This design comes from an exercise in tuning for small area, a short achievable clock period and few clock cycles on the open sky130 flow, not from production work.
Function was checked by simulation only, so behaviour that the tests miss may differ from the original.
Power is estimated from default activity; no workload was simulated.

## design/flow/design.v

```verilog
module cg_inv(input wire a, output wire y);
    assign y = ~a;
endmodule
module cg_xor2(input wire a, input wire b, output wire y);
    assign y = a ^ b;
endmodule
module cg_xnor2(input wire a, input wire b, output wire y);
    assign y = ~(a ^ b);
endmodule
module cg_and2(input wire a, input wire b, output wire y);
    assign y = a & b;
endmodule
module cg_nand2(input wire a, input wire b, output wire y);
    assign y = ~(a & b);
endmodule
module cg_nor2(input wire a, input wire b, output wire y);
    assign y = ~(a | b);
endmodule
module cg_nor2b(input wire a, input wire bn, output wire y);   
    assign y = ~(a | ~bn);
endmodule
module cg_a21oi(input wire a1, input wire a2, input wire b1, output wire y);
    assign y = ~((a1 & a2) | b1);
endmodule
module cg_o21ai(input wire a1, input wire a2, input wire b1, output wire y);
    assign y = ~((a1 | a2) & b1);
endmodule
module add32(
    input wire [31:0] a,
    input wire [31:0] b,
    input wire cin,
    output wire [31:0] sum,
    output wire cout,
    output wire [31:0] p,     
    output wire [31:0] g      
);
    cg_xor2 px0(.a(a[0]), .b(b[0]), .y(p[0]));
    cg_and2 gx0(.a(a[0]), .b(b[0]), .y(g[0]));
    cg_xor2 px1(.a(a[1]), .b(b[1]), .y(p[1]));
    cg_and2 gx1(.a(a[1]), .b(b[1]), .y(g[1]));
    cg_xor2 px2(.a(a[2]), .b(b[2]), .y(p[2]));
    cg_and2 gx2(.a(a[2]), .b(b[2]), .y(g[2]));
    cg_xor2 px3(.a(a[3]), .b(b[3]), .y(p[3]));
    cg_and2 gx3(.a(a[3]), .b(b[3]), .y(g[3]));
    cg_xor2 px4(.a(a[4]), .b(b[4]), .y(p[4]));
    cg_and2 gx4(.a(a[4]), .b(b[4]), .y(g[4]));
    cg_xor2 px5(.a(a[5]), .b(b[5]), .y(p[5]));
    cg_and2 gx5(.a(a[5]), .b(b[5]), .y(g[5]));
    cg_xor2 px6(.a(a[6]), .b(b[6]), .y(p[6]));
    cg_and2 gx6(.a(a[6]), .b(b[6]), .y(g[6]));
    cg_xor2 px7(.a(a[7]), .b(b[7]), .y(p[7]));
    cg_and2 gx7(.a(a[7]), .b(b[7]), .y(g[7]));
    cg_xor2 px8(.a(a[8]), .b(b[8]), .y(p[8]));
    cg_and2 gx8(.a(a[8]), .b(b[8]), .y(g[8]));
    cg_xor2 px9(.a(a[9]), .b(b[9]), .y(p[9]));
    cg_and2 gx9(.a(a[9]), .b(b[9]), .y(g[9]));
    cg_xor2 px10(.a(a[10]), .b(b[10]), .y(p[10]));
    cg_and2 gx10(.a(a[10]), .b(b[10]), .y(g[10]));
    cg_xor2 px11(.a(a[11]), .b(b[11]), .y(p[11]));
    cg_and2 gx11(.a(a[11]), .b(b[11]), .y(g[11]));
    cg_xor2 px12(.a(a[12]), .b(b[12]), .y(p[12]));
    cg_and2 gx12(.a(a[12]), .b(b[12]), .y(g[12]));
    cg_xor2 px13(.a(a[13]), .b(b[13]), .y(p[13]));
    cg_and2 gx13(.a(a[13]), .b(b[13]), .y(g[13]));
    cg_xor2 px14(.a(a[14]), .b(b[14]), .y(p[14]));
    cg_and2 gx14(.a(a[14]), .b(b[14]), .y(g[14]));
    cg_xor2 px15(.a(a[15]), .b(b[15]), .y(p[15]));
    cg_and2 gx15(.a(a[15]), .b(b[15]), .y(g[15]));
    cg_xor2 px16(.a(a[16]), .b(b[16]), .y(p[16]));
    cg_and2 gx16(.a(a[16]), .b(b[16]), .y(g[16]));
    cg_xor2 px17(.a(a[17]), .b(b[17]), .y(p[17]));
    cg_and2 gx17(.a(a[17]), .b(b[17]), .y(g[17]));
    cg_xor2 px18(.a(a[18]), .b(b[18]), .y(p[18]));
    cg_and2 gx18(.a(a[18]), .b(b[18]), .y(g[18]));
    cg_xor2 px19(.a(a[19]), .b(b[19]), .y(p[19]));
    cg_and2 gx19(.a(a[19]), .b(b[19]), .y(g[19]));
    cg_xor2 px20(.a(a[20]), .b(b[20]), .y(p[20]));
    cg_and2 gx20(.a(a[20]), .b(b[20]), .y(g[20]));
    cg_xor2 px21(.a(a[21]), .b(b[21]), .y(p[21]));
    cg_and2 gx21(.a(a[21]), .b(b[21]), .y(g[21]));
    cg_xor2 px22(.a(a[22]), .b(b[22]), .y(p[22]));
    cg_and2 gx22(.a(a[22]), .b(b[22]), .y(g[22]));
    cg_xor2 px23(.a(a[23]), .b(b[23]), .y(p[23]));
    cg_and2 gx23(.a(a[23]), .b(b[23]), .y(g[23]));
    cg_xor2 px24(.a(a[24]), .b(b[24]), .y(p[24]));
    cg_and2 gx24(.a(a[24]), .b(b[24]), .y(g[24]));
    cg_xor2 px25(.a(a[25]), .b(b[25]), .y(p[25]));
    cg_and2 gx25(.a(a[25]), .b(b[25]), .y(g[25]));
    cg_xor2 px26(.a(a[26]), .b(b[26]), .y(p[26]));
    cg_and2 gx26(.a(a[26]), .b(b[26]), .y(g[26]));
    cg_xor2 px27(.a(a[27]), .b(b[27]), .y(p[27]));
    cg_and2 gx27(.a(a[27]), .b(b[27]), .y(g[27]));
    cg_xor2 px28(.a(a[28]), .b(b[28]), .y(p[28]));
    cg_and2 gx28(.a(a[28]), .b(b[28]), .y(g[28]));
    cg_xor2 px29(.a(a[29]), .b(b[29]), .y(p[29]));
    cg_and2 gx29(.a(a[29]), .b(b[29]), .y(g[29]));
    cg_xor2 px30(.a(a[30]), .b(b[30]), .y(p[30]));
    cg_and2 gx30(.a(a[30]), .b(b[30]), .y(g[30]));
    cg_xor2 px31(.a(a[31]), .b(b[31]), .y(p[31]));
    cg_and2 gx31(.a(a[31]), .b(b[31]), .y(g[31]));
    wire n1;
    cg_a21oi u1(.a1(p[0]), .a2(cin), .b1(g[0]), .y(n1));
    wire n2;
    cg_a21oi u2(.a1(p[1]), .a2(g[0]), .b1(g[1]), .y(n2));
    wire n3;
    cg_nand2 u3(.a(p[1]), .b(p[0]), .y(n3));
    wire n4;
    cg_a21oi u4(.a1(p[2]), .a2(g[1]), .b1(g[2]), .y(n4));
    wire n5;
    cg_nand2 u5(.a(p[2]), .b(p[1]), .y(n5));
    wire n6;
    cg_a21oi u6(.a1(p[3]), .a2(g[2]), .b1(g[3]), .y(n6));
    wire n7;
    cg_nand2 u7(.a(p[3]), .b(p[2]), .y(n7));
    wire n8;
    cg_a21oi u8(.a1(p[4]), .a2(g[3]), .b1(g[4]), .y(n8));
    wire n9;
    cg_nand2 u9(.a(p[4]), .b(p[3]), .y(n9));
    wire n10;
    cg_a21oi u10(.a1(p[5]), .a2(g[4]), .b1(g[5]), .y(n10));
    wire n11;
    cg_nand2 u11(.a(p[5]), .b(p[4]), .y(n11));
    wire n12;
    cg_a21oi u12(.a1(p[6]), .a2(g[5]), .b1(g[6]), .y(n12));
    wire n13;
    cg_nand2 u13(.a(p[6]), .b(p[5]), .y(n13));
    wire n14;
    cg_a21oi u14(.a1(p[7]), .a2(g[6]), .b1(g[7]), .y(n14));
    wire n15;
    cg_nand2 u15(.a(p[7]), .b(p[6]), .y(n15));
    wire n16;
    cg_a21oi u16(.a1(p[8]), .a2(g[7]), .b1(g[8]), .y(n16));
    wire n17;
    cg_nand2 u17(.a(p[8]), .b(p[7]), .y(n17));
    wire n18;
    cg_a21oi u18(.a1(p[9]), .a2(g[8]), .b1(g[9]), .y(n18));
    wire n19;
    cg_nand2 u19(.a(p[9]), .b(p[8]), .y(n19));
    wire n20;
    cg_a21oi u20(.a1(p[10]), .a2(g[9]), .b1(g[10]), .y(n20));
    wire n21;
    cg_nand2 u21(.a(p[10]), .b(p[9]), .y(n21));
    wire n22;
    cg_a21oi u22(.a1(p[11]), .a2(g[10]), .b1(g[11]), .y(n22));
    wire n23;
    cg_nand2 u23(.a(p[11]), .b(p[10]), .y(n23));
    wire n24;
    cg_a21oi u24(.a1(p[12]), .a2(g[11]), .b1(g[12]), .y(n24));
    wire n25;
    cg_nand2 u25(.a(p[12]), .b(p[11]), .y(n25));
    wire n26;
    cg_a21oi u26(.a1(p[13]), .a2(g[12]), .b1(g[13]), .y(n26));
    wire n27;
    cg_nand2 u27(.a(p[13]), .b(p[12]), .y(n27));
    wire n28;
    cg_a21oi u28(.a1(p[14]), .a2(g[13]), .b1(g[14]), .y(n28));
    wire n29;
    cg_nand2 u29(.a(p[14]), .b(p[13]), .y(n29));
    wire n30;
    cg_a21oi u30(.a1(p[15]), .a2(g[14]), .b1(g[15]), .y(n30));
    wire n31;
    cg_nand2 u31(.a(p[15]), .b(p[14]), .y(n31));
    wire n32;
    cg_a21oi u32(.a1(p[16]), .a2(g[15]), .b1(g[16]), .y(n32));
    wire n33;
    cg_nand2 u33(.a(p[16]), .b(p[15]), .y(n33));
    wire n34;
    cg_a21oi u34(.a1(p[17]), .a2(g[16]), .b1(g[17]), .y(n34));
    wire n35;
    cg_nand2 u35(.a(p[17]), .b(p[16]), .y(n35));
    wire n36;
    cg_a21oi u36(.a1(p[18]), .a2(g[17]), .b1(g[18]), .y(n36));
    wire n37;
    cg_nand2 u37(.a(p[18]), .b(p[17]), .y(n37));
    wire n38;
    cg_a21oi u38(.a1(p[19]), .a2(g[18]), .b1(g[19]), .y(n38));
    wire n39;
    cg_nand2 u39(.a(p[19]), .b(p[18]), .y(n39));
    wire n40;
    cg_a21oi u40(.a1(p[20]), .a2(g[19]), .b1(g[20]), .y(n40));
    wire n41;
    cg_nand2 u41(.a(p[20]), .b(p[19]), .y(n41));
    wire n42;
    cg_a21oi u42(.a1(p[21]), .a2(g[20]), .b1(g[21]), .y(n42));
    wire n43;
    cg_nand2 u43(.a(p[21]), .b(p[20]), .y(n43));
    wire n44;
    cg_a21oi u44(.a1(p[22]), .a2(g[21]), .b1(g[22]), .y(n44));
    wire n45;
    cg_nand2 u45(.a(p[22]), .b(p[21]), .y(n45));
    wire n46;
    cg_a21oi u46(.a1(p[23]), .a2(g[22]), .b1(g[23]), .y(n46));
    wire n47;
    cg_nand2 u47(.a(p[23]), .b(p[22]), .y(n47));
    wire n48;
    cg_a21oi u48(.a1(p[24]), .a2(g[23]), .b1(g[24]), .y(n48));
    wire n49;
    cg_nand2 u49(.a(p[24]), .b(p[23]), .y(n49));
    wire n50;
    cg_a21oi u50(.a1(p[25]), .a2(g[24]), .b1(g[25]), .y(n50));
    wire n51;
    cg_nand2 u51(.a(p[25]), .b(p[24]), .y(n51));
    wire n52;
    cg_a21oi u52(.a1(p[26]), .a2(g[25]), .b1(g[26]), .y(n52));
    wire n53;
    cg_nand2 u53(.a(p[26]), .b(p[25]), .y(n53));
    wire n54;
    cg_a21oi u54(.a1(p[27]), .a2(g[26]), .b1(g[27]), .y(n54));
    wire n55;
    cg_nand2 u55(.a(p[27]), .b(p[26]), .y(n55));
    wire n56;
    cg_a21oi u56(.a1(p[28]), .a2(g[27]), .b1(g[28]), .y(n56));
    wire n57;
    cg_nand2 u57(.a(p[28]), .b(p[27]), .y(n57));
    wire n58;
    cg_a21oi u58(.a1(p[29]), .a2(g[28]), .b1(g[29]), .y(n58));
    wire n59;
    cg_nand2 u59(.a(p[29]), .b(p[28]), .y(n59));
    wire n60;
    cg_a21oi u60(.a1(p[30]), .a2(g[29]), .b1(g[30]), .y(n60));
    wire n61;
    cg_nand2 u61(.a(p[30]), .b(p[29]), .y(n61));
    wire n62;
    cg_a21oi u62(.a1(p[31]), .a2(g[30]), .b1(g[31]), .y(n62));
    wire n63;
    cg_nand2 u63(.a(p[31]), .b(p[30]), .y(n63));
    wire n64;
    cg_inv u64(.a(cin), .y(n64));
    wire n65;
    cg_o21ai u65(.a1(n3), .a2(n64), .b1(n2), .y(n65));
    wire n66;
    cg_o21ai u66(.a1(n5), .a2(n1), .b1(n4), .y(n66));
    wire n67;
    cg_o21ai u67(.a1(n7), .a2(n2), .b1(n6), .y(n67));
    wire n68;
    cg_nor2 u68(.a(n7), .b(n3), .y(n68));
    wire n69;
    cg_o21ai u69(.a1(n9), .a2(n4), .b1(n8), .y(n69));
    wire n70;
    cg_nor2 u70(.a(n9), .b(n5), .y(n70));
    wire n71;
    cg_o21ai u71(.a1(n11), .a2(n6), .b1(n10), .y(n71));
    wire n72;
    cg_nor2 u72(.a(n11), .b(n7), .y(n72));
    wire n73;
    cg_o21ai u73(.a1(n13), .a2(n8), .b1(n12), .y(n73));
    wire n74;
    cg_nor2 u74(.a(n13), .b(n9), .y(n74));
    wire n75;
    cg_o21ai u75(.a1(n15), .a2(n10), .b1(n14), .y(n75));
    wire n76;
    cg_nor2 u76(.a(n15), .b(n11), .y(n76));
    wire n77;
    cg_o21ai u77(.a1(n17), .a2(n12), .b1(n16), .y(n77));
    wire n78;
    cg_nor2 u78(.a(n17), .b(n13), .y(n78));
    wire n79;
    cg_o21ai u79(.a1(n19), .a2(n14), .b1(n18), .y(n79));
    wire n80;
    cg_nor2 u80(.a(n19), .b(n15), .y(n80));
    wire n81;
    cg_o21ai u81(.a1(n21), .a2(n16), .b1(n20), .y(n81));
    wire n82;
    cg_nor2 u82(.a(n21), .b(n17), .y(n82));
    wire n83;
    cg_o21ai u83(.a1(n23), .a2(n18), .b1(n22), .y(n83));
    wire n84;
    cg_nor2 u84(.a(n23), .b(n19), .y(n84));
    wire n85;
    cg_o21ai u85(.a1(n25), .a2(n20), .b1(n24), .y(n85));
    wire n86;
    cg_nor2 u86(.a(n25), .b(n21), .y(n86));
    wire n87;
    cg_o21ai u87(.a1(n27), .a2(n22), .b1(n26), .y(n87));
    wire n88;
    cg_nor2 u88(.a(n27), .b(n23), .y(n88));
    wire n89;
    cg_o21ai u89(.a1(n29), .a2(n24), .b1(n28), .y(n89));
    wire n90;
    cg_nor2 u90(.a(n29), .b(n25), .y(n90));
    wire n91;
    cg_o21ai u91(.a1(n31), .a2(n26), .b1(n30), .y(n91));
    wire n92;
    cg_nor2 u92(.a(n31), .b(n27), .y(n92));
    wire n93;
    cg_o21ai u93(.a1(n33), .a2(n28), .b1(n32), .y(n93));
    wire n94;
    cg_nor2 u94(.a(n33), .b(n29), .y(n94));
    wire n95;
    cg_o21ai u95(.a1(n35), .a2(n30), .b1(n34), .y(n95));
    wire n96;
    cg_nor2 u96(.a(n35), .b(n31), .y(n96));
    wire n97;
    cg_o21ai u97(.a1(n37), .a2(n32), .b1(n36), .y(n97));
    wire n98;
    cg_nor2 u98(.a(n37), .b(n33), .y(n98));
    wire n99;
    cg_o21ai u99(.a1(n39), .a2(n34), .b1(n38), .y(n99));
    wire n100;
    cg_nor2 u100(.a(n39), .b(n35), .y(n100));
    wire n101;
    cg_o21ai u101(.a1(n41), .a2(n36), .b1(n40), .y(n101));
    wire n102;
    cg_nor2 u102(.a(n41), .b(n37), .y(n102));
    wire n103;
    cg_o21ai u103(.a1(n43), .a2(n38), .b1(n42), .y(n103));
    wire n104;
    cg_nor2 u104(.a(n43), .b(n39), .y(n104));
    wire n105;
    cg_o21ai u105(.a1(n45), .a2(n40), .b1(n44), .y(n105));
    wire n106;
    cg_nor2 u106(.a(n45), .b(n41), .y(n106));
    wire n107;
    cg_o21ai u107(.a1(n47), .a2(n42), .b1(n46), .y(n107));
    wire n108;
    cg_nor2 u108(.a(n47), .b(n43), .y(n108));
    wire n109;
    cg_o21ai u109(.a1(n49), .a2(n44), .b1(n48), .y(n109));
    wire n110;
    cg_nor2 u110(.a(n49), .b(n45), .y(n110));
    wire n111;
    cg_o21ai u111(.a1(n51), .a2(n46), .b1(n50), .y(n111));
    wire n112;
    cg_nor2 u112(.a(n51), .b(n47), .y(n112));
    wire n113;
    cg_o21ai u113(.a1(n53), .a2(n48), .b1(n52), .y(n113));
    wire n114;
    cg_nor2 u114(.a(n53), .b(n49), .y(n114));
    wire n115;
    cg_o21ai u115(.a1(n55), .a2(n50), .b1(n54), .y(n115));
    wire n116;
    cg_nor2 u116(.a(n55), .b(n51), .y(n116));
    wire n117;
    cg_o21ai u117(.a1(n57), .a2(n52), .b1(n56), .y(n117));
    wire n118;
    cg_nor2 u118(.a(n57), .b(n53), .y(n118));
    wire n119;
    cg_o21ai u119(.a1(n59), .a2(n54), .b1(n58), .y(n119));
    wire n120;
    cg_nor2 u120(.a(n59), .b(n55), .y(n120));
    wire n121;
    cg_o21ai u121(.a1(n61), .a2(n56), .b1(n60), .y(n121));
    wire n122;
    cg_nor2 u122(.a(n61), .b(n57), .y(n122));
    wire n123;
    cg_o21ai u123(.a1(n63), .a2(n58), .b1(n62), .y(n123));
    wire n124;
    cg_nor2 u124(.a(n63), .b(n59), .y(n124));
    wire n125;
    cg_a21oi u125(.a1(n68), .a2(cin), .b1(n67), .y(n125));
    wire n126;
    cg_inv u126(.a(n1), .y(n126));
    wire n127;
    cg_a21oi u127(.a1(n70), .a2(n126), .b1(n69), .y(n127));
    wire n128;
    cg_a21oi u128(.a1(n72), .a2(n65), .b1(n71), .y(n128));
    wire n129;
    cg_a21oi u129(.a1(n74), .a2(n66), .b1(n73), .y(n129));
    wire n130;
    cg_a21oi u130(.a1(n76), .a2(n67), .b1(n75), .y(n130));
    wire n131;
    cg_nand2 u131(.a(n76), .b(n68), .y(n131));
    wire n132;
    cg_a21oi u132(.a1(n78), .a2(n69), .b1(n77), .y(n132));
    wire n133;
    cg_nand2 u133(.a(n78), .b(n70), .y(n133));
    wire n134;
    cg_a21oi u134(.a1(n80), .a2(n71), .b1(n79), .y(n134));
    wire n135;
    cg_nand2 u135(.a(n80), .b(n72), .y(n135));
    wire n136;
    cg_a21oi u136(.a1(n82), .a2(n73), .b1(n81), .y(n136));
    wire n137;
    cg_nand2 u137(.a(n82), .b(n74), .y(n137));
    wire n138;
    cg_a21oi u138(.a1(n84), .a2(n75), .b1(n83), .y(n138));
    wire n139;
    cg_nand2 u139(.a(n84), .b(n76), .y(n139));
    wire n140;
    cg_a21oi u140(.a1(n86), .a2(n77), .b1(n85), .y(n140));
    wire n141;
    cg_nand2 u141(.a(n86), .b(n78), .y(n141));
    wire n142;
    cg_a21oi u142(.a1(n88), .a2(n79), .b1(n87), .y(n142));
    wire n143;
    cg_nand2 u143(.a(n88), .b(n80), .y(n143));
    wire n144;
    cg_a21oi u144(.a1(n90), .a2(n81), .b1(n89), .y(n144));
    wire n145;
    cg_nand2 u145(.a(n90), .b(n82), .y(n145));
    wire n146;
    cg_a21oi u146(.a1(n92), .a2(n83), .b1(n91), .y(n146));
    wire n147;
    cg_nand2 u147(.a(n92), .b(n84), .y(n147));
    wire n148;
    cg_a21oi u148(.a1(n94), .a2(n85), .b1(n93), .y(n148));
    wire n149;
    cg_nand2 u149(.a(n94), .b(n86), .y(n149));
    wire n150;
    cg_a21oi u150(.a1(n96), .a2(n87), .b1(n95), .y(n150));
    wire n151;
    cg_nand2 u151(.a(n96), .b(n88), .y(n151));
    wire n152;
    cg_a21oi u152(.a1(n98), .a2(n89), .b1(n97), .y(n152));
    wire n153;
    cg_nand2 u153(.a(n98), .b(n90), .y(n153));
    wire n154;
    cg_a21oi u154(.a1(n100), .a2(n91), .b1(n99), .y(n154));
    wire n155;
    cg_nand2 u155(.a(n100), .b(n92), .y(n155));
    wire n156;
    cg_a21oi u156(.a1(n102), .a2(n93), .b1(n101), .y(n156));
    wire n157;
    cg_nand2 u157(.a(n102), .b(n94), .y(n157));
    wire n158;
    cg_a21oi u158(.a1(n104), .a2(n95), .b1(n103), .y(n158));
    wire n159;
    cg_nand2 u159(.a(n104), .b(n96), .y(n159));
    wire n160;
    cg_a21oi u160(.a1(n106), .a2(n97), .b1(n105), .y(n160));
    wire n161;
    cg_nand2 u161(.a(n106), .b(n98), .y(n161));
    wire n162;
    cg_a21oi u162(.a1(n108), .a2(n99), .b1(n107), .y(n162));
    wire n163;
    cg_nand2 u163(.a(n108), .b(n100), .y(n163));
    wire n164;
    cg_a21oi u164(.a1(n110), .a2(n101), .b1(n109), .y(n164));
    wire n165;
    cg_nand2 u165(.a(n110), .b(n102), .y(n165));
    wire n166;
    cg_a21oi u166(.a1(n112), .a2(n103), .b1(n111), .y(n166));
    wire n167;
    cg_nand2 u167(.a(n112), .b(n104), .y(n167));
    wire n168;
    cg_a21oi u168(.a1(n114), .a2(n105), .b1(n113), .y(n168));
    wire n169;
    cg_nand2 u169(.a(n114), .b(n106), .y(n169));
    wire n170;
    cg_a21oi u170(.a1(n116), .a2(n107), .b1(n115), .y(n170));
    wire n171;
    cg_nand2 u171(.a(n116), .b(n108), .y(n171));
    wire n172;
    cg_a21oi u172(.a1(n118), .a2(n109), .b1(n117), .y(n172));
    wire n173;
    cg_nand2 u173(.a(n118), .b(n110), .y(n173));
    wire n174;
    cg_a21oi u174(.a1(n120), .a2(n111), .b1(n119), .y(n174));
    wire n175;
    cg_nand2 u175(.a(n120), .b(n112), .y(n175));
    wire n176;
    cg_a21oi u176(.a1(n122), .a2(n113), .b1(n121), .y(n176));
    wire n177;
    cg_nand2 u177(.a(n122), .b(n114), .y(n177));
    wire n178;
    cg_a21oi u178(.a1(n124), .a2(n115), .b1(n123), .y(n178));
    wire n179;
    cg_nand2 u179(.a(n124), .b(n116), .y(n179));
    wire n180;
    cg_o21ai u180(.a1(n131), .a2(n64), .b1(n130), .y(n180));
    wire n181;
    cg_o21ai u181(.a1(n133), .a2(n1), .b1(n132), .y(n181));
    wire n182;
    cg_inv u182(.a(n65), .y(n182));
    wire n183;
    cg_o21ai u183(.a1(n135), .a2(n182), .b1(n134), .y(n183));
    wire n184;
    cg_inv u184(.a(n66), .y(n184));
    wire n185;
    cg_o21ai u185(.a1(n137), .a2(n184), .b1(n136), .y(n185));
    wire n186;
    cg_o21ai u186(.a1(n139), .a2(n125), .b1(n138), .y(n186));
    wire n187;
    cg_o21ai u187(.a1(n141), .a2(n127), .b1(n140), .y(n187));
    wire n188;
    cg_o21ai u188(.a1(n143), .a2(n128), .b1(n142), .y(n188));
    wire n189;
    cg_o21ai u189(.a1(n145), .a2(n129), .b1(n144), .y(n189));
    wire n190;
    cg_o21ai u190(.a1(n147), .a2(n130), .b1(n146), .y(n190));
    wire n191;
    cg_nor2 u191(.a(n147), .b(n131), .y(n191));
    wire n192;
    cg_o21ai u192(.a1(n149), .a2(n132), .b1(n148), .y(n192));
    wire n193;
    cg_nor2 u193(.a(n149), .b(n133), .y(n193));
    wire n194;
    cg_o21ai u194(.a1(n151), .a2(n134), .b1(n150), .y(n194));
    wire n195;
    cg_nor2 u195(.a(n151), .b(n135), .y(n195));
    wire n196;
    cg_o21ai u196(.a1(n153), .a2(n136), .b1(n152), .y(n196));
    wire n197;
    cg_nor2 u197(.a(n153), .b(n137), .y(n197));
    wire n198;
    cg_o21ai u198(.a1(n155), .a2(n138), .b1(n154), .y(n198));
    wire n199;
    cg_nor2 u199(.a(n155), .b(n139), .y(n199));
    wire n200;
    cg_o21ai u200(.a1(n157), .a2(n140), .b1(n156), .y(n200));
    wire n201;
    cg_nor2 u201(.a(n157), .b(n141), .y(n201));
    wire n202;
    cg_o21ai u202(.a1(n159), .a2(n142), .b1(n158), .y(n202));
    wire n203;
    cg_nor2 u203(.a(n159), .b(n143), .y(n203));
    wire n204;
    cg_o21ai u204(.a1(n161), .a2(n144), .b1(n160), .y(n204));
    wire n205;
    cg_nor2 u205(.a(n161), .b(n145), .y(n205));
    wire n206;
    cg_o21ai u206(.a1(n163), .a2(n146), .b1(n162), .y(n206));
    wire n207;
    cg_nor2 u207(.a(n163), .b(n147), .y(n207));
    wire n208;
    cg_o21ai u208(.a1(n165), .a2(n148), .b1(n164), .y(n208));
    wire n209;
    cg_nor2 u209(.a(n165), .b(n149), .y(n209));
    wire n210;
    cg_o21ai u210(.a1(n167), .a2(n150), .b1(n166), .y(n210));
    wire n211;
    cg_nor2 u211(.a(n167), .b(n151), .y(n211));
    wire n212;
    cg_o21ai u212(.a1(n169), .a2(n152), .b1(n168), .y(n212));
    wire n213;
    cg_nor2 u213(.a(n169), .b(n153), .y(n213));
    wire n214;
    cg_o21ai u214(.a1(n171), .a2(n154), .b1(n170), .y(n214));
    wire n215;
    cg_nor2 u215(.a(n171), .b(n155), .y(n215));
    wire n216;
    cg_o21ai u216(.a1(n173), .a2(n156), .b1(n172), .y(n216));
    wire n217;
    cg_nor2 u217(.a(n173), .b(n157), .y(n217));
    wire n218;
    cg_o21ai u218(.a1(n175), .a2(n158), .b1(n174), .y(n218));
    wire n219;
    cg_nor2 u219(.a(n175), .b(n159), .y(n219));
    wire n220;
    cg_o21ai u220(.a1(n177), .a2(n160), .b1(n176), .y(n220));
    wire n221;
    cg_nor2 u221(.a(n177), .b(n161), .y(n221));
    wire n222;
    cg_o21ai u222(.a1(n179), .a2(n162), .b1(n178), .y(n222));
    wire n223;
    cg_nor2 u223(.a(n179), .b(n163), .y(n223));
    wire n224;
    cg_a21oi u224(.a1(n191), .a2(cin), .b1(n190), .y(n224));
    wire n225;
    cg_a21oi u225(.a1(n193), .a2(n126), .b1(n192), .y(n225));
    wire n226;
    cg_a21oi u226(.a1(n195), .a2(n65), .b1(n194), .y(n226));
    wire n227;
    cg_a21oi u227(.a1(n197), .a2(n66), .b1(n196), .y(n227));
    wire n228;
    cg_inv u228(.a(n125), .y(n228));
    wire n229;
    cg_a21oi u229(.a1(n199), .a2(n228), .b1(n198), .y(n229));
    wire n230;
    cg_inv u230(.a(n127), .y(n230));
    wire n231;
    cg_a21oi u231(.a1(n201), .a2(n230), .b1(n200), .y(n231));
    wire n232;
    cg_inv u232(.a(n128), .y(n232));
    wire n233;
    cg_a21oi u233(.a1(n203), .a2(n232), .b1(n202), .y(n233));
    wire n234;
    cg_inv u234(.a(n129), .y(n234));
    wire n235;
    cg_a21oi u235(.a1(n205), .a2(n234), .b1(n204), .y(n235));
    wire n236;
    cg_a21oi u236(.a1(n207), .a2(n180), .b1(n206), .y(n236));
    wire n237;
    cg_a21oi u237(.a1(n209), .a2(n181), .b1(n208), .y(n237));
    wire n238;
    cg_a21oi u238(.a1(n211), .a2(n183), .b1(n210), .y(n238));
    wire n239;
    cg_a21oi u239(.a1(n213), .a2(n185), .b1(n212), .y(n239));
    wire n240;
    cg_a21oi u240(.a1(n215), .a2(n186), .b1(n214), .y(n240));
    wire n241;
    cg_a21oi u241(.a1(n217), .a2(n187), .b1(n216), .y(n241));
    wire n242;
    cg_a21oi u242(.a1(n219), .a2(n188), .b1(n218), .y(n242));
    wire n243;
    cg_a21oi u243(.a1(n221), .a2(n189), .b1(n220), .y(n243));
    wire n244;
    cg_a21oi u244(.a1(n223), .a2(n190), .b1(n222), .y(n244));
    wire n245;
    cg_nand2 u245(.a(n223), .b(n191), .y(n245));
    wire n246;
    cg_o21ai u246(.a1(n245), .a2(n64), .b1(n244), .y(n246));
    cg_xor2 sx0(.a(p[0]), .b(cin), .y(sum[0]));
    cg_xnor2 sx1(.a(p[1]), .b(n1), .y(sum[1]));
    cg_xor2 sx2(.a(p[2]), .b(n65), .y(sum[2]));
    cg_xor2 sx3(.a(p[3]), .b(n66), .y(sum[3]));
    cg_xnor2 sx4(.a(p[4]), .b(n125), .y(sum[4]));
    cg_xnor2 sx5(.a(p[5]), .b(n127), .y(sum[5]));
    cg_xnor2 sx6(.a(p[6]), .b(n128), .y(sum[6]));
    cg_xnor2 sx7(.a(p[7]), .b(n129), .y(sum[7]));
    cg_xor2 sx8(.a(p[8]), .b(n180), .y(sum[8]));
    cg_xor2 sx9(.a(p[9]), .b(n181), .y(sum[9]));
    cg_xor2 sx10(.a(p[10]), .b(n183), .y(sum[10]));
    cg_xor2 sx11(.a(p[11]), .b(n185), .y(sum[11]));
    cg_xor2 sx12(.a(p[12]), .b(n186), .y(sum[12]));
    cg_xor2 sx13(.a(p[13]), .b(n187), .y(sum[13]));
    cg_xor2 sx14(.a(p[14]), .b(n188), .y(sum[14]));
    cg_xor2 sx15(.a(p[15]), .b(n189), .y(sum[15]));
    cg_xnor2 sx16(.a(p[16]), .b(n224), .y(sum[16]));
    cg_xnor2 sx17(.a(p[17]), .b(n225), .y(sum[17]));
    cg_xnor2 sx18(.a(p[18]), .b(n226), .y(sum[18]));
    cg_xnor2 sx19(.a(p[19]), .b(n227), .y(sum[19]));
    cg_xnor2 sx20(.a(p[20]), .b(n229), .y(sum[20]));
    cg_xnor2 sx21(.a(p[21]), .b(n231), .y(sum[21]));
    cg_xnor2 sx22(.a(p[22]), .b(n233), .y(sum[22]));
    cg_xnor2 sx23(.a(p[23]), .b(n235), .y(sum[23]));
    cg_xnor2 sx24(.a(p[24]), .b(n236), .y(sum[24]));
    cg_xnor2 sx25(.a(p[25]), .b(n237), .y(sum[25]));
    cg_xnor2 sx26(.a(p[26]), .b(n238), .y(sum[26]));
    cg_xnor2 sx27(.a(p[27]), .b(n239), .y(sum[27]));
    cg_xnor2 sx28(.a(p[28]), .b(n240), .y(sum[28]));
    cg_xnor2 sx29(.a(p[29]), .b(n241), .y(sum[29]));
    cg_xnor2 sx30(.a(p[30]), .b(n242), .y(sum[30]));
    cg_xnor2 sx31(.a(p[31]), .b(n243), .y(sum[31]));
    assign cout = n246;
endmodule
module sh_mux2i(input wire s, input wire a1, input wire a0, output wire y);
    assign y = ~(s ? a1 : a0);
endmodule
module sh_right32(
    input wire [31:0] a,
    input wire left,
    input wire fill,         
    input wire [4:0] amt,
    output wire [31:0] y
);
    wire [31:0] st [0:5];
    genvar i, k;
    generate
        for (i = 0; i < 32; i = i + 1) begin : in_
            sh_mux2i m(.s(left), .a1(a[31 - i]), .a0(a[i]), .y(st[0][i]));
        end
        for (k = 0; k < 5; k = k + 1) begin : stage
            wire f = (k % 2 == 0) ? ~fill : fill;
            for (i = 0; i < 32; i = i + 1) begin : b_
                if (i + (1 << k) < 32) begin : m
                    sh_mux2i m(.s(amt[k]), .a1(st[k][i + (1 << k)]), .a0(st[k][i]), .y(st[k+1][i]));
                end else begin : e
                    sh_mux2i m(.s(amt[k]), .a1(f), .a0(st[k][i]), .y(st[k+1][i]));
                end
            end
        end
    endgenerate
    assign y = st[5];
endmodule
module ex_alu(
    input wire [(32-1):0] a,
    input wire [(32-1):0] b,
    input wire sub,           
    input wire arith,         
    input wire left,          
    output wire [(32-1):0] sum,
    output wire [(32-1):0] x,      
    output wire [(32-1):0] n,      
    output wire [(32-1):0] shl,
    output wire [(32-1):0] shr,
    output wire lt_s,         
    output wire lt_u          
);
    wire cout;
    add32 add(.a(a), .b(b), .cin(sub), .sum(sum), .cout(cout), .p(x), .g(n));
    assign lt_u = ~cout;
    assign lt_s = (a[31] ^ b[31]) ? sum[31] : a[31];
    wire [31:0] sh_out;
    sh_right32 sh(.a(a), .left(left), .fill(arith & ~left & a[31]), .amt(b[4:0]), .y(sh_out));
    reg [31:0] sh_rev;
    integer i;
    always @(*) begin
        for (i = 0; i < 32; i = i + 1) sh_rev[i] = sh_out[31 - i];
    end
    assign shl = sh_rev;
    assign shr = sh_out;
endmodule
module br_group(input wire [3:0] a, input wire [3:0] b, output wire lt, output wire eq);
    assign eq = (a == b);
    assign lt = (a < b);
endmodule
module br_pre(
    input wire [(32-1):0] a,
    input wire [(32-1):0] b,
    output wire [7:0] lt,      
    output wire [7:0] eq,      
    output wire lt7s           
);
    genvar k;
    generate for (k = 0; k < 8; k = k + 1) begin : g
        br_group u(.a(a[4*k+3:4*k]), .b(b[4*k+3:4*k]), .lt(lt[k]), .eq(eq[k]));
    end endgenerate
    br_group us(.a({~a[31], a[30:28]}), .b({~b[31], b[30:28]}), .lt(lt7s), .eq());
endmodule
module br_merge(
    input wire [7:0] lt,
    input wire [7:0] eq,
    input wire lt7s,
    output wire eq_all,
    output wire lt_u,
    output wire lt_s
);
    wire l10 = lt[1] | (eq[1] & lt[0]);
    wire e10 = eq[1] & eq[0];
    wire l32 = lt[3] | (eq[3] & lt[2]);
    wire e32 = eq[3] & eq[2];
    wire l54 = lt[5] | (eq[5] & lt[4]);
    wire e54 = eq[5] & eq[4];
    wire l30 = l32 | (e32 & l10);
    wire e30 = e32 & e10;
    wire l64 = lt[6] | (eq[6] & l54);
    wire e64 = eq[6] & e54;
    wire l60 = l64 | (e64 & l30);
    wire e60 = e64 & e30;
    assign eq_all = eq[7] & e60;
    assign lt_u = lt[7] | (eq[7] & l60);
    assign lt_s = lt7s | (eq[7] & l60);
endmodule
module rf_aoi222(input wire a1, a2, b1, b2, c1, c2, output wire y);
    assign y = ~((a1 & a2) | (b1 & b2) | (c1 & c2));
endmodule
module rf_nand2(input wire a, b, output wire y);
    assign y = ~(a & b);
endmodule
module rf_or11n(input wire [10:0] a, output wire y);
    assign y = ~&a;
endmodule
module rf_wmux(input wire s, sn, a, b, output wire y);
    assign y = (s & a) | (sn & b);
endmodule
module rf_read(input wire [31:1] sel, input wire [32*31-1:0] q, output wire [31:0] y);
    genvar b, g;
    generate for (b = 0; b < 32; b = b + 1) begin : bit_
        wire [10:0] t;
        for (g = 0; g < 10; g = g + 1) begin : grp
            rf_aoi222 u(.a1(sel[3*g+1]), .a2(q[32*(3*g+0) + b]),
                        .b1(sel[3*g+2]), .b2(q[32*(3*g+1) + b]),
                        .c1(sel[3*g+3]), .c2(q[32*(3*g+2) + b]),
                        .y(t[g]));
        end
        rf_nand2 u31(.a(sel[31]), .b(q[32*30 + b]), .y(t[10]));
        rf_or11n o(.a(t), .y(y[b]));
    end endgenerate
endmodule
module registers(
    input wire clk,
    input wire [4:0] rs1_addr,
    input wire [4:0] rs2_addr,
    input wire [4:0] rd_addr,
    input wire [(32-1):0] rd_data,
    input wire rd_en,
    output wire [(32-1):0] rs1_out,
    output wire [(32-1):0] rs2_out
);
    reg [32*31-1:0] q;      
    wire [32*31-1:0] d;
    wire [31:1] sel1, sel2, we;
    genvar i, b;
    generate for (i = 1; i < 32; i = i + 1) begin : reg_
        assign sel1[i] = (rs1_addr == i);
        assign sel2[i] = (rs2_addr == i);
        assign we[i] = rd_en & (rd_addr == i);
        for (b = 0; b < 32; b = b + 1) begin : bit_
            rf_wmux m(.s(we[i]), .sn(~we[i]), .a(rd_data[b]), .b(q[32*(i-1) + b]), .y(d[32*(i-1) + b]));
        end
    end endgenerate
    always @(posedge clk)
        q <= d;
    rf_read p1(.sel(sel1), .q(q), .y(rs1_out));
    rf_read p2(.sel(sel2), .q(q), .y(rs2_out));
endmodule
module inst_fetch #(parameter W = 8) (
    input wire jump,           
    input wire c_beq, c_bne, c_blt, c_bge, c_bltu, c_bgeu,   
    input wire eq, lt_s, lt_u,
    input wire [W-1:0] target,
    input wire [W-1:0] seq,
    output wire [W-1:0] pc
);
    wire taken = jump |
                 (eq ? c_beq : c_bne) |
                 (lt_s ? c_blt : c_bge) |
                 (lt_u ? c_bltu : c_bgeu);
    assign pc = taken ? target : seq;
endmodule
module cpu_pipeline(
    input wire clk,
    input wire rst_n,
    output wire ibus_req,
    output wire [(32-1):0] ibus_addr,
    input wire [(32-1):0] ibus_rdata,
    input wire ibus_ready,
    output wire dbus_req,
    output wire dbus_we,
    output wire [(32-1):0] dbus_addr,
    output wire [(32-1):0] dbus_wdata,
    output wire [1:0] dbus_size,
    input wire [(32-1):0] dbus_rdata,
    input wire dbus_ready
);
    reg ex_valid;
    reg [31:0] ex_rs1;
    reg [31:0] ex_b;     
    reg ex_sub;
    reg [31:0] ex_imm;
    reg [4:0] ex_rd;
    reg [2:0] ex_f3;
    reg ex_f7;           
    reg ex_wr;           
    reg ex_lui, ex_auipc, ex_jal, ex_jalr, ex_br, ex_ld, ex_st, ex_opimm, ex_op;
    reg [7:0] ex_clt, ex_ceq;   
    reg ex_clt7s;
    reg ex_base_pc;      
    reg ex_base_rs;      
    reg [31:2] fetch_q;
    wire [31:2] seq_pc = fetch_q + {29'd0, ex_valid};
    wire [31:0] wb_data;
    wire [31:2] fetch_pc;
    wire ex_mem = ex_ld | ex_st;
    wire replay = ex_valid & ex_mem & ~dbus_ready;
    wire accept = ibus_ready & ~replay;
    assign ibus_addr = {fetch_pc, 2'b00};
    assign ibus_req = ~replay;
    always @(posedge clk or negedge rst_n) begin
        if (!rst_n)
            fetch_q <= 30'd0;
        else if (!replay)
            fetch_q <= fetch_pc;
    end
    wire [31:0] inst = ibus_rdata;
    wire [6:0] opc = inst[6:0];
    wire d_lui   = (opc == 7'b0110111);
    wire d_auipc = (opc == 7'b0010111);
    wire d_jal   = (opc == 7'b1101111);
    wire d_jalr  = (opc == 7'b1100111);
    wire d_br    = (opc == 7'b1100011);
    wire d_ld    = (opc == 7'b0000011);
    wire d_st    = (opc == 7'b0100011);
    wire d_opimm = (opc == 7'b0010011);
    wire d_op    = (opc == 7'b0110011);
    wire d_wr = (d_lui | d_auipc | d_jal | d_jalr | d_ld | d_opimm | d_op) & (inst[11:7] != 5'd0);
    wire d_sub = ((d_op | d_opimm) & (inst[14:13] == 2'b01)) |
                 (d_op & inst[30] & (inst[14:12] == 3'b000));
    wire [31:0] imm_i = {{20{inst[31]}}, inst[31:20]};
    wire [31:0] imm_s = {{20{inst[31]}}, inst[31:25], inst[11:7]};
    wire [31:0] imm_b = {{19{inst[31]}}, inst[31], inst[7], inst[30:25], inst[11:8], 1'b0};
    wire [31:0] imm_j = {{11{inst[31]}}, inst[31], inst[19:12], inst[20], inst[30:21], 1'b0};
    wire [31:0] imm_u = {inst[31:12], 12'd0};
    wire [31:0] imm = d_st ? imm_s :
                      d_br ? imm_b :
                      d_jal ? imm_j :
                      (d_lui | d_auipc) ? imm_u : imm_i;
    wire [4:0] rs1 = inst[19:15];
    wire [4:0] rs2 = inst[24:20];
    wire [31:0] rf_rs1, rf_rs2;
    wire wb_en = ex_valid & ex_wr;
    registers registers(
        .clk(clk),
        .rs1_addr(rs1),
        .rs2_addr(rs2),
        .rd_addr(ex_rd),
        .rd_data(wb_data),
        .rd_en(wb_en & ~replay),
        .rs1_out(rf_rs1),
        .rs2_out(rf_rs2)
    );
    wire fwd1 = wb_en & (ex_rd == rs1);
    wire fwd2 = wb_en & (ex_rd == rs2);
    wire [31:0] rs1v = fwd1 ? wb_data : rf_rs1;
    wire [31:0] rs2v = fwd2 ? wb_data : rf_rs2;
    wire [7:0] d_clt, d_ceq;
    wire d_clt7s;
    br_pre br_pre(.a(rs1v), .b(rs2v), .lt(d_clt), .eq(d_ceq), .lt7s(d_clt7s));
    always @(posedge clk or negedge rst_n) begin
        if (!rst_n)
            ex_valid <= 1'b0;
        else
            ex_valid <= accept;
    end
    always @(posedge clk) begin
        ex_rs1 <= rs1v;
        ex_b <= {32{d_sub}} ^ (d_opimm ? imm_i : rs2v);
        ex_sub <= d_sub;
        ex_imm <= imm;
        ex_rd <= inst[11:7];
        ex_f3 <= inst[14:12];
        ex_f7 <= inst[30];
        ex_wr <= d_wr;
        ex_lui <= d_lui;
        ex_auipc <= d_auipc;
        ex_jal <= d_jal;
        ex_jalr <= d_jalr;
        ex_br <= d_br;
        ex_ld <= d_ld;
        ex_st <= d_st;
        ex_opimm <= d_opimm;
        ex_op <= d_op;
        ex_clt <= d_clt;
        ex_ceq <= d_ceq;
        ex_clt7s <= d_clt7s;
        ex_base_pc <= d_br | d_jal | d_auipc;
        ex_base_rs <= d_ld | d_st | d_jalr;
    end
    wire [31:0] sum, x, n, shl, shr;
    wire alu_lts, alu_ltu;
    ex_alu alu(
        .a(ex_rs1),
        .b(ex_b),
        .sub(ex_sub),
        .arith(ex_f7),
        .left(ex_f3 == 3'b001),
        .sum(sum),
        .x(x),
        .n(n),
        .shl(shl),
        .shr(shr),
        .lt_s(alu_lts),
        .lt_u(alu_ltu)
    );
    wire [31:0] base = ({32{ex_base_pc}} & {fetch_q, 2'b00}) | ({32{ex_base_rs}} & ex_rs1);
    wire [31:0] agu;
    add32 agu_add(.a(base), .b(ex_imm), .cin(1'b0), .sum(agu), .cout(), .p(), .g());
    wire eq, lt_u, lt_s;
    br_merge br_merge(
        .lt(ex_clt),
        .eq(ex_ceq),
        .lt7s(ex_clt7s),
        .eq_all(eq),
        .lt_u(lt_u),
        .lt_s(lt_s)
    );
    wire exb = ex_valid & ex_br;
    wire c_beq  = exb & (ex_f3 == 3'b000);
    wire c_bne  = exb & (ex_f3 == 3'b001);
    wire c_blt  = exb & (ex_f3 == 3'b100);
    wire c_bge  = exb & (ex_f3 == 3'b101);
    wire c_bltu = exb & (ex_f3 == 3'b110);
    wire c_bgeu = exb & (ex_f3 == 3'b111);
    wire jump = ex_valid & (ex_jal | ex_jalr);
    genvar gs;
    generate for (gs = 0; gs < 4; gs = gs + 1) begin : fsel
        localparam integer LO = 2 + 8 * gs;
        localparam integer W = (gs == 3) ? 6 : 8;
        inst_fetch #(.W(W)) f(
            .jump(jump),
            .c_beq(c_beq), .c_bne(c_bne), .c_blt(c_blt), .c_bge(c_bge),
            .c_bltu(c_bltu), .c_bgeu(c_bgeu),
            .eq(eq), .lt_s(lt_s), .lt_u(lt_u),
            .target(agu[LO+W-1:LO]),
            .seq(seq_pc[LO+W-1:LO]),
            .pc(fetch_pc[LO+W-1:LO])
        );
    end endgenerate
    wire [31:0] ld_data;
    assign ld_data[7:0] = dbus_rdata[7:0];
    assign ld_data[15:8] = (ex_f3 == 3'b000) ? {8{dbus_rdata[7]}} : dbus_rdata[15:8];
    assign ld_data[31:16] = (ex_f3 == 3'b000) ? {16{dbus_rdata[7]}} :
                            (ex_f3 == 3'b001) ? {16{dbus_rdata[15]}} : dbus_rdata[31:16];
    wire ex_alu_op = ex_opimm | ex_op;
    wire s_sum  = ex_alu_op & (ex_f3 == 3'b000);
    wire s_sll  = ex_alu_op & (ex_f3 == 3'b001);
    wire s_slt  = ex_alu_op & (ex_f3 == 3'b010);
    wire s_sltu = ex_alu_op & (ex_f3 == 3'b011);
    wire s_sr   = ex_alu_op & (ex_f3 == 3'b101);
    wire s_x    = ex_alu_op & ((ex_f3 == 3'b100) | (ex_f3 == 3'b110));   
    wire s_n    = ex_alu_op & ((ex_f3 == 3'b110) | (ex_f3 == 3'b111));   
    wire s_link = ex_jal | ex_jalr;
    assign wb_data = ({32{s_sum}} & sum) |
                     ({32{s_sll}} & shl) |
                     ({32{s_sr}} & shr) |
                     ({32{s_x}} & x) |
                     ({32{s_n}} & n) |
                     {31'd0, (s_slt & alu_lts) | (s_sltu & alu_ltu)} |
                     ({32{ex_ld}} & ld_data) |
                     ({32{s_link}} & {seq_pc, 2'b00}) |
                     ({32{ex_lui}} & ex_imm) |
                     ({32{ex_auipc}} & agu);
    assign dbus_req = ex_valid & ex_mem;
    assign dbus_we = ex_st;
    assign dbus_addr = agu;
    assign dbus_wdata = ex_b;
    assign dbus_size = {~ex_f3[1] & ex_f3[0], ~ex_f3[1] & ~ex_f3[0]};
endmodule
```

## design/flow/constraint.sdc

```tcl
create_clock -name core_clock -period 8.0 [get_ports {clk}]
set_input_delay 1.6000 -clock core_clock [delete_from_list [all_inputs] [get_ports {clk}]]
set_output_delay 1.6000 -clock core_clock [all_outputs]
set_load 0.01 [all_outputs]
```

## design/flow/standard.sh

```bash
#!/bin/bash
# synth_recipe.tcl (not shown) runs the flow's synth.tcl, then flattens the netlist and writes it again
# the make line also repeats each setting of config.mk as NAME=value (left out here)
make -C /OpenROAD-flow-scripts/flow DESIGN_CONFIG=/design/flow/config.mk WORK_HOME=/design/flow/orfs CLKGATE_MAP_FILE= SYNTH_SCRIPT=/design/flow/synth_recipe.tcl "${@:-finish}"
```

## design/flow/flow/run.sh

```bash
#!/bin/bash
# Layout flow: the standard flow (standard.sh), with every input and
# output port buffered by buf_2 cells instead of the buffer cell that
# buffer_ports picks by default. Its full output goes to standard.log.
set -e
export BUFFER_PORTS_ARGS="-buffer_cell sky130_fd_sc_hd__buf_2"
bash standard.sh > standard.log 2>&1
```

## design/flow/config.mk

```make
export PLATFORM = sky130hd
export DESIGN_NAME = cpu_pipeline
export DESIGN_NICKNAME = cpu_pipeline
export VERILOG_FILES = /design/flow/design.v
export SDC_FILE = /design/flow/constraint.sdc
export NUM_CORES = 8
export LEC_CHECK = 0
export CAP_MARGIN = 15
export CORE_MARGIN = 2
export CORE_UTILIZATION = 40
export CTS_CLUSTER_DIAMETER = 130
export CTS_CLUSTER_SIZE = 24
export SETUP_SLACK_MARGIN = 3.0
export SLEW_MARGIN = 10
export SYNTH_HIERARCHICAL = 1
export SYNTH_MINIMUM_KEEP_SIZE = 0
```

==> results of run 1 <==
-- state kept, by name, summed over array words and instances (netlist names), 3 cells and up --
signal / flops
ex_rs1: 32
fetch_q: 30
ex_b: 32
ex_ceq: 8
ex_imm: 32
registers.q: 992
ex_f3: 3
ex_rd: 5
ex_clt: 8
-- cell type report --
type / instances / share of cell area
timing repair buffer: 395 / 0.0423
inverter: 100 / 0.00603
multi-input combinational: 3857 / 0.520
tap: 1794 / 0.0357
timing repair inverter: 1 / 0.0000795
clock inverter: 2 / 0.000338
clock buffer: 59 / 0.0231
sequential: 1158 / 0.372
antenna: 19 / 0.000756
-- power by group through the flow --
| stage | combinational, µW | clock [µW] | sequential (µW) |
|---|---|---|---|
| 4_1_cts | 1110 | 3260 | 6090 |
| 5_1_grt | 1230 | 3460 | 6120 |
| 3_3_place_gp | 1050 | 0 | 6210 |
| 3_5_place_dp | 1060 | 0 | 6210 |
| 2_1_floorplan | 634 | 0 | 6110 |
| 6_report | 1200 | 3270 | 6110 |
-- metal layers --
metal,wire [µm],GRT usage,up-vias
met5,267,0,-
met4,23700,0.250,44
met3,41900,0.136,1004
met2,120000,0.577,4741
met1,109000,0.502,27600
li1,-,-,22800
-- final timing paths --
check                      cells after the start               end              from
min in group asynchronous                      1        fetch_q[8]             rst_n
setup / recovery                              11         ex_clt[0]    ibus_rdata[21]
setup reg to reg                              14         ex_clt[3]           ex_b[4]
hold reg to reg                                1  registers.q[133]  registers.q[133]
hold / removal                                 1  registers.q[133]  registers.q[133]
max in group asynchronous                      1       fetch_q[25]             rst_n
-- cells in the final DEF, fill, tap and decap left out, types with 23 or more instances in the layout --
master	count
sky130_fd_sc_hd__nand2_1	260
sky130_fd_sc_hd__xor2_1	62
sky130_fd_sc_hd__nand4_1	149
sky130_fd_sc_hd__a21oi_1	42
sky130_fd_sc_hd__o21ai_1	87
sky130_fd_sc_hd__dfxtp_1	1088
sky130_fd_sc_hd__a21oi_2	157
sky130_fd_sc_hd__clkbuf_16	59
sky130_fd_sc_hd__dfrtp_1	25
sky130_fd_sc_hd__mux2i_1	205
sky130_fd_sc_hd__nor2_4	84
sky130_fd_sc_hd__nand3_1	103
sky130_fd_sc_hd__and2_1	77
sky130_fd_sc_hd__a222oi_1	668
sky130_fd_sc_hd__inv_1	95
sky130_fd_sc_hd__ha_1	37
sky130_fd_sc_hd__a21o_1	27
sky130_fd_sc_hd__o21ai_0	29
sky130_fd_sc_hd__nor2_1	124
sky130_fd_sc_hd__or3_1	70
sky130_fd_sc_hd__nor2_2	38
sky130_fd_sc_hd__a22o_1	1023
sky130_fd_sc_hd__xnor2_1	72
sky130_fd_sc_hd__mux2_2	93
sky130_fd_sc_hd__xor2_2	23
sky130_fd_sc_hd__buf_2	166
sky130_fd_sc_hd__dfxtp_2	34
sky130_fd_sc_hd__buf_4	213
-- through the flow --
stage	worst slack (ps)	std cells	power, µW	hold slack, ps	area, µm²
floorplan	2930	5249	6750	460	55100
finish	2910	7385	10600	504	62900
CTS	2950	7340	10500	505	62000
global placement	2060	7245	7260	472	59500
global route	2900	7369	10800	517	62900
detailed placement	2080	7246	7270	477	59500
-- what timing repair did --
action                                  4_1_cts  5_1_grt
buffers inserted                             30       25
hold endpoints to repair                      0        0
pin swaps                                    18       25
gates cloned                                  3        1
endpoints found under the setup margin      276      113
resized for setup                           166      125
==> qor.tcl, run 1 <==
set qor(die_h_um) 375
set qor(sum_of_overflow_across_all_layers_after_global_routing) 0
set qor(clock_power_frac) 0.309
set qor(grt_setup_unrepaired) {yes}
set qor(hp-class) {register to register}
set qor(synthesis.area_um2) 55000
set qor(remaining_drc_errors) 0
set qor(crit_path_cell_trace) {buf_2 > nand2_1 > nor2_4 > a222oi_1 > nand4_1 > or3_1 > mux2_2 > inv_1 > ha_1 > a21oi_1 > o21a_1}
set qor(first_global_vias) 51300
set qor(htree_num_levels) 2
set qor(antenna_violating_nets_post_route) 0
set qor(layout.filler_cells) 12800
set qor(tritoncts.num_buffers) 54
set qor(worstSetupStartpointType) {input pin}
set qor(timing_worst_slew_pin_value_ps) 1280
set qor(switching_power_uw) 2980
set qor(post-route-util) 0.459
set qor(post_synth.cell_area_avg_um2) 10.5
set qor(power.ir.vdd_worst_uv) 165
set qor(grt_antenna_before_repair) 58
set qor(multi_input_area_um2) 32700
set qor(final_tns_setup_ps) 0
set qor(min_period_ps) 5090
set qor(die_width_um) 375
set qor(syn_inst) 5243
set qor(vias_per_cell) 7.60
set qor(netSwitchingFraction) 0.281
set qor(setup_slack_reg_to_reg_ps) 3050
set qor(tritoncts_clock_tree) {done}
set qor(ctsRootBufferMaster) {sky130_fd_sc_hd__clkbuf_16}
set qor(final-setup-viol-count) 0
set qor(crit_arrival_ps) 5760
set qor(gr-usage-all-layers) 0.397
set qor(crit_slowest_cell) {sky130_fd_sc_hd__nand4_1}
set qor(routed_wl_mm) 295
set qor(worstSkewPairLatency_ps) 720
set qor(grt_first_pass_wirelength_mm) 406
set qor(detail_route.wl_per_cell_um) 39.9
set qor(critical_path.max_stage_delay_ps) 730
set qor(critical_path_class) {input pin to register}
set qor(kind_of_cell_with_the_highest_combined_delay_on_the_critical_path) {simple AND/OR/NAND/NOR gates}
set qor(p_int_uw) 7600
set qor(cts.sinks) 1158
set qor(drt-initial-drc-count) 13300
set qor(drt-pass1-iter-count) 14
set qor(final_estimated_routing_congestion_in_global_placement) 1.05
set qor(grt_start_max_net_pins) 45
set qor(layout.area.seq_um2) 23400
set qor(placement.io_buffers) 166
set qor(drv.max_cap_violation_count) 0
set qor(maxSlewViolCount) 0
set qor(fmaxAchievable_ghz) 0.196
set qor(num-nets-final) 5673
set qor(timing_hold_violations_final) 0
set qor(final_layout_size_suffix_gt1_frac) 0.197
set qor(cp_data_required_time_ps) 8670
set qor(top_level_ports) 169
set qor(via_count) 56100
set qor(std_cell_rows) 136
set qor(yosysWarningCount) 10
set qor(cts-hold-fix-buffers) 0
set qor(p_leak_uw) 0.0230
set qor(dp_hpwl_mm) 194
set qor(dieArea_um2) 141000
set qor(final.setup_skew_ps) 30.7
set qor(fp.coreArea_um2) 137000
set qor(worst-path-buf-inv) 2
set qor(critical_path.endpoint_type) {register}
set qor(status) {timing/DRC/antenna clean}
set qor(area.growth.synth_to_final_pct) 14.4
set qor(floorplan.initialDensity) 0.402
set qor(clock_tree.buffer_depth) 3
set qor(power_density_nw_per_um2) 168
set qor(clkTransAtPathRegs_ps) 100
set qor(final_min_period_over_clock_period) 0.637
set qor(combPwrFrac) 0.113
set qor(timing.max_slew.rel_slack) 0.142
set qor(seq_power_share) 0.578
set qor(critical_path.max_fanout) 23
Testbench counts, summed over its fixed seeds: cycles 77,558.
==> run 2: changes to the inputs <==
--- a/design/flow/design.v
+++ b/design/flow/design.v
@@ -734,17 +734,21 @@
 module rf_wmux(input wire s, sn, a, b, output wire y);
     assign y = (s & a) | (sn & b);
 endmodule
-module rf_read(input wire [31:1] sel, input wire [32*31-1:0] q, output wire [31:0] y);
-    genvar b, g;
-    generate for (b = 0; b < 32; b = b + 1) begin : bit_
+module rf_read #(parameter W = 16) (input wire [4:0] addr, input wire [W*31-1:0] q, output wire [W-1:0] y);
+    wire [31:1] sel;
+    genvar b, g, i;
+    generate for (i = 1; i < 32; i = i + 1) begin : dec
+        assign sel[i] = (addr == i);
+    end endgenerate
+    generate for (b = 0; b < W; b = b + 1) begin : bit_
         wire [10:0] t;
         for (g = 0; g < 10; g = g + 1) begin : grp
-            rf_aoi222 u(.a1(sel[3*g+1]), .a2(q[32*(3*g+0) + b]),
-                        .b1(sel[3*g+2]), .b2(q[32*(3*g+1) + b]),
-                        .c1(sel[3*g+3]), .c2(q[32*(3*g+2) + b]),
+            rf_aoi222 u(.a1(sel[3*g+1]), .a2(q[W*(3*g+0) + b]),
+                        .b1(sel[3*g+2]), .b2(q[W*(3*g+1) + b]),
+                        .c1(sel[3*g+3]), .c2(q[W*(3*g+2) + b]),
                         .y(t[g]));
         end
-        rf_nand2 u31(.a(sel[31]), .b(q[32*30 + b]), .y(t[10]));
+        rf_nand2 u31(.a(sel[31]), .b(q[W*30 + b]), .y(t[10]));
         rf_or11n o(.a(t), .y(y[b]));
     end endgenerate
 endmodule
@@ -760,11 +764,12 @@
 );
     reg [32*31-1:0] q;      
     wire [32*31-1:0] d;
-    wire [31:1] sel1, sel2, we;
+    wire [31:1] we;
+    wire [16*31-1:0] q_lo, q_hi;
     genvar i, b;
     generate for (i = 1; i < 32; i = i + 1) begin : reg_
-        assign sel1[i] = (rs1_addr == i);
-        assign sel2[i] = (rs2_addr == i);
+        assign q_lo[16*(i-1) +: 16] = q[32*(i-1) +: 16];
+        assign q_hi[16*(i-1) +: 16] = q[32*(i-1) + 16 +: 16];
         assign we[i] = rd_en & (rd_addr == i);
         for (b = 0; b < 32; b = b + 1) begin : bit_
             rf_wmux m(.s(we[i]), .sn(~we[i]), .a(rd_data[b]), .b(q[32*(i-1) + b]), .y(d[32*(i-1) + b]));
@@ -772,8 +777,10 @@
     end endgenerate
     always @(posedge clk)
         q <= d;
-    rf_read p1(.sel(sel1), .q(q), .y(rs1_out));
-    rf_read p2(.sel(sel2), .q(q), .y(rs2_out));
+    rf_read p1l(.addr(rs1_addr), .q(q_lo), .y(rs1_out[15:0]));
+    rf_read p1h(.addr(rs1_addr), .q(q_hi), .y(rs1_out[31:16]));
+    rf_read p2l(.addr(rs2_addr), .q(q_lo), .y(rs2_out[15:0]));
+    rf_read p2h(.addr(rs2_addr), .q(q_hi), .y(rs2_out[31:16]));
 endmodule
 module inst_fetch #(parameter W = 8) (
     input wire jump,           
==> design/flow/config.mk (replaced) <==
export PLATFORM = sky130hd
export DESIGN_NAME = cpu_pipeline
export DESIGN_NICKNAME = cpu_pipeline
export VERILOG_FILES = /design/flow/design.v
export SDC_FILE = /design/flow/constraint.sdc
export NUM_CORES = 8
export LEC_CHECK = 0
export CAP_MARGIN = 30
export CORE_MARGIN = 2
export CORE_UTILIZATION = 40
export CTS_CLUSTER_DIAMETER = 120
export CTS_CLUSTER_SIZE = 22
export SETUP_SLACK_MARGIN = 3.0
export SLEW_MARGIN = 20
export SYNTH_HIERARCHICAL = 1
export SYNTH_MINIMUM_KEEP_SIZE = 0
==> qor.tcl, run 2 <==
set qor(min_period_ps) 5030
set qor(antenna_violating_nets_post_route) 0
set qor(std_cell_rows) 136
set qor(dieArea_um2) 142000
set qor(ctsRootBufferMaster) {sky130_fd_sc_hd__clkbuf_16}
set qor(tritoncts.num_buffers) 60
set qor(crit_path_cell_trace) {ha_1 > nand4_1 > nor2_2 > nand4b_1 > xnor2_2 > mux2_4 > buf_2}
set qor(area.growth.synth_to_final_pct) 14.9
set qor(final-setup-viol-count) 0
set qor(crit_slowest_cell) {sky130_fd_sc_hd__xnor2_2}
set qor(die_width_um) 376
set qor(largest_register) {registers.q}
set qor(report.power.total_uw) 10700
set qor(synthesis.area_um2) 55500
set qor(detail_route.wl_per_cell_um) 36.6
set qor(final_layout_size_suffix_gt1_frac) 0.201
set qor(die_h_um) 376
set qor(grt_antenna_before_repair) 35
set qor(clkTransAtPathRegs_ps) 90
set qor(clock_tree.buffer_depth) 3
set qor(sum_of_overflow_across_all_layers_after_global_routing) 0
set qor(critical_path_class) {register to primary output}
set qor(timing.max_slew.rel_slack) 0.182
set qor(hp-class) {register to register}
set qor(drv.max_cap_violation_count) 0
set qor(routed_wl_mm) 275
set qor(top_level_ports) 169
set qor(final_estimated_routing_congestion_in_global_placement) 1.10
set qor(cts-hold-fix-buffers) 0
set qor(syn_inst) 5335
set qor(worstSetupStartpointType) {register}
set qor(critical_path.max_stage_delay_ps) 590
set qor(final.setup_skew_ps) 80.0
set qor(vias_per_cell) 7.49
set qor(dp_hpwl_mm) 188
set qor(grt_start_max_net_pins) 46
set qor(power.ir.vdd_worst_uv) 211
set qor(maxSlewViolCount) 0
set qor(yosysWarningCount) 10
set qor(flip_flop_count_of_the_largest_register_after_layout) 992
set qor(floorplan.initialDensity) 0.403
set qor(p_leak_uw) 0.0235
set qor(post_synth.cell_area_avg_um2) 10.4
set qor(final_tns_setup_ps) 0
set qor(cts.sinks) 1158
set qor(layout.cells.non_filler) 7522
set qor(power_density_nw_per_um2) 168
set qor(gr-usage-all-layers) 0.367
set qor(grt_first_pass_wirelength_mm) 385
set qor(commonest_non_fill_non_tap_cell_in_the_layout) {sky130_fd_sc_hd__dfxtp_1}
set qor(timing_worst_slew_pin_value_ps) 1230
set qor(dpl_worst_slack_ps) 2070
set qor(tritoncts_clock_tree) {done}
set qor(critical_path.endpoint_type) {primary output}
set qor(timing_hold_violations_final) 0
set qor(status) {timing/DRC/antenna clean}
set qor(cp_data_required_time_ps) 6400
set qor(fmaxAchievable_ghz) 0.199
set qor(first_global_vias) 51000
set qor(via_count) 56400
set qor(fin_ws_ps) 2970
set qor(crit_arrival_ps) 3430
set qor(grt_setup_unrepaired) {yes}
set qor(worstSkewPairLatency_ps) 780
set qor(numPlacedInstances) 7383
set qor(remaining_drc_errors) 0
set qor(fp.coreArea_um2) 137000
set qor(placement.io_buffers) 166
set qor(num-nets-final) 5813
set qor(drt-pass1-iter-count) 12
set qor(layout_common_cells) {sky130_fd_sc_hd__dfxtp_1 (1094), sky130_fd_sc_hd__a22o_1 (1022), sky130_fd_sc_hd__a222oi_1 (668), sky130_fd_sc_hd__nand2_1 (256), sky130_fd_sc_hd__buf_4 (232)}
set qor(htree_num_levels) 2
set qor(critical_path.max_fanout) 7
set qor(drt-initial-drc-count) 13200
set qor(final_min_period_over_clock_period) 0.629
run 2: power by group:
part	internal, µW	switching (µW)
Clock	1390	2030
Sequential	5880	221
Combinational	422	761
run 2: final cells by class:
class / count / area (µm²)
repair buffers: 441 / 3210
flip-flops and latches: 1158 / 23400
multi-input cells: 3945 / 32800
fillers: 12800 / 73800
well taps: 1794 / 2240
inverters: 100 / 383
clock inverters: 6 / 100
repair inverters: 1 / 5.00
diodes: 13 / 32.5
clock buffers: 64 / 1540
run 2: stage by stage:
stage / instance area (µm²) / hold slack [ps] / utilization
floorplan: 55600 / 460 / -
global placement: 59700 / 472 / 0.434
detailed placement: 60100 / 477 / 0.437
CTS: 62500 / 504 / 0.454
global route: 63700 / 514 / 0.463
finish: 63700 / 501 / 0.464
run 2: worst paths after layout:
| check | from | endpoint | slack [ps] | cells after the start |
|---|---|---|---|---|
| setup / recovery | ex_valid | ibus_addr[27] | 2970 | 7 |
| hold / removal | registers.q[899] | registers.q[899] | 500 | 1 |
| setup reg to reg | ex_f3[1] | ex_clt[6] | 3000 | 19 |
| hold reg to reg | registers.q[899] | registers.q[899] | 500 | 1 |
| max in group asynchronous | rst_n | fetch_q[22] | 6470 | 1 |
| min in group asynchronous | rst_n | fetch_q[2] | 900 | 1 |
run 2: metal layers:
layer | up-vias | GRT usage | share of wire
met5 | - | 0.00892 | 0.0013
li1 | 23100 | - | -
met4 | 32 | 0.197 | 0.066
met3 | 794 | 0.0995 | 0.13
met2 | 4720 | 0.551 | 0.42
met1 | 27700 | 0.479 | 0.38
run 2: repair_timing:
action | 4_1_cts | 5_1_grt
setup buffers | 15 | 27
setup endpoints to repair | 277 | 112
resized for setup | 127 | 165
pin swaps | 13 | 29
cloned | 3 | 2
run 2: critical path: cells and delay by family, from the launching register on:
kind	cells	cell delay [ps]
and+or+nand+nor	3	900
buffers and inverters	1	130
muxes	1	280
adders and majority gates	1	270
DFF	1	490
xor gates and xnor gates	1	590
Testbench counts of run 2, summed over its fixed seeds: cycles 77,558.

-- afterwards: timing with drivers on the ports --
In the flow no input, the clock included, has a driving cell. The finished layouts below were timed again as built, in two steps.
Step 1: set_driving_cell puts a clkbuf_16 on clk and a buf_2 on each other input, an assumption about the parent block.
Step 2, shift: input delay + t, output delay - t, t = (earliest + latest rising clock arrival at the registers) / 2. This alone moves slack from input paths to output paths.
Three values: ideal ports, drivers, drivers and shift; two values: the first two.
run | shift t [ns] | setup slack, ns | worst hold slack (ns) | cell pins on the clock port's net
run 1 | 0.784 | 2.905 / 2.893 / 2.120 | 0.504 / 0.504 / 0.504 | 1
run 2 | 0.817 | 2.970 / 2.892 / 2.226 | 0.501 / 0.501 / 0.501 | 1
After both steps every run listed still meets setup and hold. For run 1, which loses most, drivers alone change the setup slack by -0.012 ns; drivers and shift together by -0.785 ns.
